What follows belongs to an exercise in optimizing a design on an open flow for small area and a short achievable clock period; a production flow would make more cautious choices. In this exercise RTL edits were held to simulation tests only and were not proved equivalent to the original. Power figures rest on the tool's default switching activity, not on a simulated workload.

== juniper ==
==> flow/design.v (excerpt) <==
module sync_fifo #(
  parameter integer ENTRIES      = 20,
  parameter integer ENTRIES_LOG2 = $clog2(ENTRIES),
  parameter integer DATA_WIDTH   = 64
) (
  input  wire                   i_clk,
  input  wire                   i_rstn,
  input  wire                   i_wren,
  input  wire                   i_rden,
  input  wire [DATA_WIDTH-1:0]  i_data,
  output wire                   o_data_vld,
  output wire [DATA_WIDTH-1:0]  o_data,
  output wire                   o_overflow,
  output wire                   o_underflow
);
==> flow/config.mk <==
export PLATFORM = sky130hd
export DESIGN_NAME = sync_fifo
export DESIGN_NICKNAME = sync_fifo
export VERILOG_FILES = /design/flow/design.v
export SDC_FILE = /design/flow/constraint.sdc
export NUM_CORES = 4
export LEC_CHECK = 0
export CAP_MARGIN = 20
export CORE_MARGIN = 2
export CORE_UTILIZATION = 65
export CTS_CLUSTER_DIAMETER = 100
export CTS_CLUSTER_SIZE = 30
export SETUP_SLACK_MARGIN = 3.1
export SLEW_MARGIN = 20
export SYNTH_HIERARCHICAL = 1
export SYNTH_MINIMUM_KEEP_SIZE = 0
export TNS_END_PERCENT = 30
==> flow/constraint.sdc <==
create_clock -name core_clock -period 5.0 [get_ports {i_clk}]
set_input_delay 1.0000 -clock core_clock [delete_from_list [all_inputs] [get_ports {i_clk}]]
set_output_delay 1.0000 -clock core_clock [all_outputs]
set_load 0.01 [all_outputs]
standard.sh (not shown) runs the stock make flow with config.mk's settings and CLKGATE_MAP_FILE= SYNTH_SCRIPT=/design/flow/synth_recipe.tcl, a recipe that flattens the netlist after the stock synthesis.
==> flow/flow/run.sh <==
#!/bin/bash
cp standard.sh standard_sh_copy.log
export BUFFER_PORTS_ARGS="-buffer_cell sky130_fd_sc_hd__buf_2"
bash standard.sh > standard.log 2>&1
--- input diff juniper..sierra ---
Settings: CORE_UTILIZATION now 75, was 65; SETUP_SLACK_MARGIN now 2.9, was 3.1; TNS_END_PERCENT no longer set, was 30.
On setup slack, sierra does worse than juniper.
Routed length per placed instance, sierra and juniper: larger value in juniper
Delta(aggregate global-route resource usage, sierra - juniper) < 0
The timing endpoint of the critical path comes out o_data[8] in one run and mem[14][60] in the other, namely in juniper and sierra respectively.
sierra vs. juniper: power now sits lower; total placed instance area shrank by 550 um^2.
The inputs of lagoon differ from those of sierra as listed below.
Settings: GPL_TIMING_DRIVEN now 0, previously not set; GPL_ROUTABILITY_DRIVEN now 0, previously not set; TNS_END_PERCENT now 30, previously not set; SETUP_SLACK_MARGIN now 3.1, was 2.9; CORE_UTILIZATION now 65, was 75.
[summary]
- Detailed-route wire length per cell, lagoon and sierra, lower one = sierra.
- On lagoon: buffering overhead is 3.1 points higher than what sierra gave.
- First-iteration DRC count was lower in lagoon than in sierra.
- lagoon vs. sierra: arrival time of data at the critical path endpoint went down by 1.40 ns.
- [compare] base=sierra new=lagoon: synthesis-to-layout area growth now larger; relative contribution of sequential cells to total power now smaller; count of placed standard cells including taps now larger; critical path depth now smaller; combinational power now larger.
- Looking at lagoon and sierra, the clock latency reported for the late side of the worst-skew pair is a wash.
- Classification of the worst setup path: flop to output port -> lagoon, primary input to flop -> sierra
- Higher met3 routing resource usage after global routing was reported by lagoon, not sierra.
Here is what was changed in the inputs of violet compared with lagoon.
Settings: CTS_CLUSTER_DIAMETER: 100 -> 80; GPL_ROUTABILITY_DRIVEN: 0 -> unset; GPL_TIMING_DRIVEN: 0 -> unset; CTS_CLUSTER_SIZE: 30 -> 25.
==> run notes <==
- Of violet and lagoon, the lower global-route usage belongs to lagoon.
- Going from lagoon to violet, the clock-buffer cell count was found to have gone up by 20%.
- Looking at violet and lagoon, the total area of sequential cells is a wash.
- Worst path setup slack after routing was lower in the run labelled lagoon.
- lagoon → violet: maximum clock rate now sits higher; amount of wire on met2 after detailed routing moved up; data arrival at the endpoint of the critical path dropped 0.02 ns.

Setup of build 25:
Starting RTL as in the previous note.
export LEC_CHECK = 0
export CAP_MARGIN = 20
export CORE_MARGIN = 2
export CORE_UTILIZATION = 65
export CTS_CLUSTER_DIAMETER = 100
export CTS_CLUSTER_SIZE = 30
export SETUP_SLACK_MARGIN = 2.85
export SLEW_MARGIN = 20
export SYNTH_HIERARCHICAL = 1
export SYNTH_MINIMUM_KEEP_SIZE = 0
create_clock -name core_clock -period 5.0 [get_ports {i_clk}]
Scripts as last shown in full above: flow/flow/run.sh
## Diff of input files: build 60 against build 25
- swapping 2.85 for 3.1 in SETUP_SLACK_MARGIN
- swapping 30 for 24 in CTS_CLUSTER_SIZE
- putting TNS_END_PERCENT at 30 where nothing was set
- putting PLACE_DENSITY at 0.8 where nothing was set
- swapping 100 for 80 in CTS_CLUSTER_DIAMETER
[summary]
Relative to build 25, the worst setup slack of build 60 is higher by 0.014 ns. Re count of plain and timing-repair buffers in the layout: build 60 is 3.1% up on build 25. Cells: build 60 has more instances than build 25. Against build 25, build 60 comes in 6.3% higher on routed via count. Build 60 vs. build 25: clock network power consumption higher, register cell area after layout roughly the same.
Here is what was changed in the inputs of build 34 compared with build 60.
- changing CTS_CLUSTER_DIAMETER from 80 to 100
- removing TNS_END_PERCENT (formerly 30)
- changing CTS_CLUSTER_SIZE from 24 to 30
- changing SETUP_SLACK_MARGIN from 3.1 to 3.0
- removing PLACE_DENSITY (formerly 0.8)
==> run notes <==
- Per the comparison of build 34 with build 60, total met2 wirelength after detailed routing closely matched the old numbers; worst setup slack increased 0.033 ns; count of unique library cells instantiated by Yosys held steady.
- Diff build 60 -> build 34: fmax rose by 0.0069 GHz, post-place setup slack fell by 0.25 ns.

## static timing again, ports no longer ideal
The results above use ideal ports. As a check the final layouts listed here were re-extracted and re-timed, cells and wires unchanged. Step 1, drivers: a clkbuf_16 drives i_clk and a buf_2 each remaining input, both assumed. Step 2 adds t to the input delays and takes it off the output delays; t is the mean of the earliest and latest rising clock arrival at the registers after step 1. Input paths then give back, and output paths get back, about the clock's delay inside the block. Three values: ideal, step 1, step 2; two values: the first two.
run | t, ns | setup slack, ns | worst slew at a driven data input, ns
juniper | 0.728 | 2.870 / 2.801 / 2.274 | 0.13
sierra | 0.712 | 2.689 / 2.715 / 2.003 | 0.10
lagoon | 0.718 | 2.827 / 2.759 / 2.251 | 0.12
violet | 0.740 | 2.854 / 2.786 / 2.337 | 0.15
build 25 | 0.727 | 2.791 / 2.797 / 2.084 | 0.14
build 60 | 0.716 | 2.805 / 2.810 / 2.113 | 0.15
build 34 | 0.725 | 2.838 / 2.766 / 2.273 | 0.11
After both steps setup and hold are still met in every run listed. The setup slack of build 25, which loses most, moves by +0.006 ns with the drivers and by -0.707 ns with both steps.
